Background: an optimization exercise with open tools, aiming at small area. Do not read the settings as production practice. In this exercise RTL edits were held to simulation tests only and were not proved equivalent to the original.

## run A
// chen_cordic
module chen_cordic #(
    parameter ROTATE_TYPE = "ROTATE",
    parameter DATABITS = 17,
    parameter ITERATIONS = 16
)(
    input clk,
    input rst_n,
    input Validin,
    input signed [DATABITS-1:0] Xin,
    input signed [DATABITS-1:0] Yin,
    input signed [17:0] Ain,
    output Validout,
    output signed [DATABITS-1:0] Xout,
    output signed [DATABITS-1:0] Yout,
    output signed [17:0] Aout
);
Size in the first run: about 2400 cells after synthesis, about 680 flip-flops, about 110 I/O pins, roughly 35000 um^2 of cells after synthesis.
clock: 6.5 ns
lec_check: 0
cap_margin: 20
core_margin: 2
core_utilization: 40
cts_buf_list: sky130_fd_sc_hd__clkbuf_8
cts_cluster_diameter: 60
cts_cluster_size: 20
slew_margin: 20
synth_hierarchical: 1
synth_minimum_keep_size: 0
standard.sh (not shown) runs the stock make flow with config.mk's settings and CLKGATE_MAP_FILE= SYNTH_SCRIPT=/design/flow/synth_recipe.tcl, a recipe that flattens the netlist after the stock synthesis.
==> flow/flow/run.sh <==
#!/bin/bash
# The standard layout (the standard.sh, all steps), with one change: the buffer that
# placement puts on every input and output port is a plain sky130_fd_sc_hd__buf_1 instead of
# the cell buffer_ports picks by itself (a 10 um2 delay buffer). Every port still gets its buffer.
set -euo pipefail
export BUFFER_PORTS_ARGS="-buffer_cell sky130_fd_sc_hd__buf_1"
bash standard.sh > standard.log 2>&1
Run A: done, clean on timing, DRC and antenna
Setup changes, run A to run D
==> flow/run.sh (new file) <==
#!/bin/bash
# synth_recipe.tcl (not shown) runs the flow's synth.tcl, then flattens the netlist and writes it again
# the make line also repeats each setting of config.mk as NAME=value (left out here)
make -C /OpenROAD-flow-scripts/flow DESIGN_CONFIG=/design/flow/config.mk WORK_HOME=/design/flow/orfs CLKGATE_MAP_FILE= SYNTH_SCRIPT=/design/flow/synth_recipe.tcl finish
removed: flow/flow/run.sh
removed: flow/standard.sh
--- outcome ---
- Run D did not stop at any stage, and its layout met the timing, design-rule and antenna checks.
- Run D against run A; placed instance count is up slightly.
- For the required time of the critical path, run D came in 0.02 ns higher than run A did.
- Compared to run A, run D has proportion of layout cells with a drive suffix above 1 0.66 points higher.
- Fraction of met1 tracks used by global routing essentially unchanged between run D and run A.
- On sequential share of layout area: between run A and run D, it ends up lower for run D.
- met3 wirelength from detailed routing of run D is on par with run A.
- Re count of instances resized after the clock tree is built: run D is 5 up on run A.
- The first-pass GRT wire length of run D exceeds that of run A by 1.5 mm.
- Looking only at design area, and setting everything else aside, the lower value of run A and run D goes to run A.
- Count of routing violations after the opening detailed-route iteration deteriorates in run D relative to run A.


## job 101
chen_cordic, a different RTL version from the one above (not shown whole).
Size: ~2,600 cells after synthesis, ~110 I/O pins, about 33,000 um2 of cells after synthesis.
Settings: LEC_CHECK=0, CAP_MARGIN=20, CORE_MARGIN=2, CORE_UTILIZATION=70, CTS_BUF_LIST=sky130_fd_sc_hd__clkbuf_16, CTS_CLUSTER_DIAMETER=80, CTS_CLUSTER_SIZE=36, SLEW_MARGIN=20, SYNTH_HIERARCHICAL=1, SYNTH_MINIMUM_KEEP_SIZE=0; clock period 6.5 ns.
==> flow/flow/run.sh <==
#!/bin/bash
# The standard layout (the standard.sh, all steps), with one change: the buffer that
# placement puts on every input and output port is a plain sky130_fd_sc_hd__buf_1 instead of
# the cell buffer_ports picks by itself (a 10 um2 delay buffer). Every port still gets its buffer.
set -euo pipefail
export BUFFER_PORTS_ARGS="-buffer_cell sky130_fd_sc_hd__buf_1"
bash standard.sh > standard.log 2>&1
For job 102, these inputs were changed with respect to job 101:
Settings: CTS_CLUSTER_DIAMETER now 60, was 80; CTS_CLUSTER_SIZE now 20, was 36; CTS_BUF_LIST now sky130_fd_sc_hd__clkbuf_8, was sky130_fd_sc_hd__clkbuf_16.
==> results.txt <==
The peak per-stage delay on the critical path in job 102 sits 0.14 ns above the value recorded for job 101. Total inserted antenna cells was higher in job 102 than in job 101. Compared with job 101, job 102 shows a post-synthesis to final-layout area growth that is 1.4 points lower.
Changes in job 103 relative to job 102:
==> flow/run.sh (new file) <==
#!/bin/bash
# synth_recipe.tcl (not shown) runs the flow's synth.tcl, then flattens the netlist and writes it again
# the make line also repeats each setting of config.mk as NAME=value (left out here)
make -C /OpenROAD-flow-scripts/flow DESIGN_CONFIG=/design/flow/config.mk WORK_HOME=/design/flow/orfs CLKGATE_MAP_FILE= SYNTH_SCRIPT=/design/flow/synth_recipe.tcl finish
removed: flow/flow/run.sh
removed: flow/standard.sh
Findings:
Utilization: job 103 vs job 102 up 2.0 points
Job 103 ends up with higher share of the cycle needed by the critical path after routing than job 102 does.
Against job 102 as the reference, job 103 delivers a higher count of clock-buffer cells in the layout.
Job 103 against job 102: total area of multi-input combinational cells now sits at about the same level, register-to-register slack now sits lower.
On job 103: design area is 2.6% higher than what job 102 gave.
Run comparison: job 102 worst setup path endpoint r6_n669_s; job 103 worst setup path endpoint r4_n500_s
Diff job 102 -> job 103: routed length on met1 moved up; sum of routed wire length over all layers moved up.
Input changes introduced in job 104 (baseline for comparison: job 103):
Settings: swapping sky130_fd_sc_hd__clkbuf_8 for sky130_fd_sc_hd__clkbuf_4 in CTS_BUF_LIST; swapping 20 for 10 in CTS_CLUSTER_SIZE; swapping 60 for 40 in CTS_CLUSTER_DIAMETER.
==> flow/flow/run.sh (new file) <==
#!/bin/bash
# The standard layout (the standard.sh, all steps), with one change: the buffer that
# placement puts on every input and output port is a plain sky130_fd_sc_hd__buf_1 instead of
# the cell buffer_ports picks by itself (a 10 um2 delay buffer). Every port still gets its buffer.
set -euo pipefail
export BUFFER_PORTS_ARGS="-buffer_cell sky130_fd_sc_hd__buf_1"
bash standard.sh > standard.log 2>&1
==> flow/standard.sh (new file) <==
#!/bin/bash
# synth_recipe.tcl (not shown) runs the flow's synth.tcl, then flattens the netlist and writes it again
# the make line also repeats each setting of config.mk as NAME=value (left out here)
make -C /OpenROAD-flow-scripts/flow DESIGN_CONFIG=/design/flow/config.mk WORK_HOME=/design/flow/orfs CLKGATE_MAP_FILE= SYNTH_SCRIPT=/design/flow/synth_recipe.tcl "${@:-finish}"
removed: flow/run.sh
Findings:
- The setup slack of job 104 is larger than that of job 103.
- Per the comparison of job 104 with job 103, utilization shrank by 1.2 points.
- Job 104 completed; timing, DRC and antenna clean

[separate check: timing with driven ports]
In the flow no input, the clock included, has a driving cell. The finished layouts below were timed again as built, in two steps.
Step 1: set_driving_cell puts a clkbuf_16 on clk and a buf_2 on each other input, an assumption about the parent block.
Step 2 also shifts input and output timing later by t, the mid clock arrival at the registers, as if the neighbouring blocks saw the same clock.
Three values: no drivers, after step 1, after step 2; two values: the first two.
| run | t, ns | setup slack, ns | worst hold slack (ns) | latest minus earliest clock arrival (ns) | worst register clock-pin slew, ns |
|---|---|---|---|---|---|
| run A | 0.745 | 0.152 / 0.152 / 0.017 | 0.316 / 0.316 / 0.316 | 0.090 / 0.090 | 0.12 / 0.12 |
| run D | 0.738 | 0.179 / 0.179 / -0.159 | 0.324 / 0.324 / 0.324 | 0.071 / 0.070 | 0.12 / 0.12 |
| job 101 | 0.662 | 0.139 / 0.139 / 0.139 | 0.322 / 0.322 / 0.322 | 0.036 / 0.036 | 0.12 / 0.12 |
| job 102 | 0.696 | 0.138 / 0.138 / 0.138 | 0.336 / 0.336 / 0.336 | 0.035 / 0.035 | 0.12 / 0.12 |
| job 103 | 0.699 | 0.076 / 0.076 / -0.135 | 0.337 / 0.337 / 0.337 | 0.038 / 0.038 | 0.12 / 0.12 |
| job 104 | 0.876 | 0.173 / 0.173 / 0.158 | 0.326 / 0.326 / 0.326 | 0.065 / 0.066 | 0.11 / 0.11 |
With both steps, setup timing fails in run D and job 103, where it was met with ideal ports. The setup slack of run D, which loses most, moves by 0.000 ns with the drivers and by -0.338 ns with both steps.
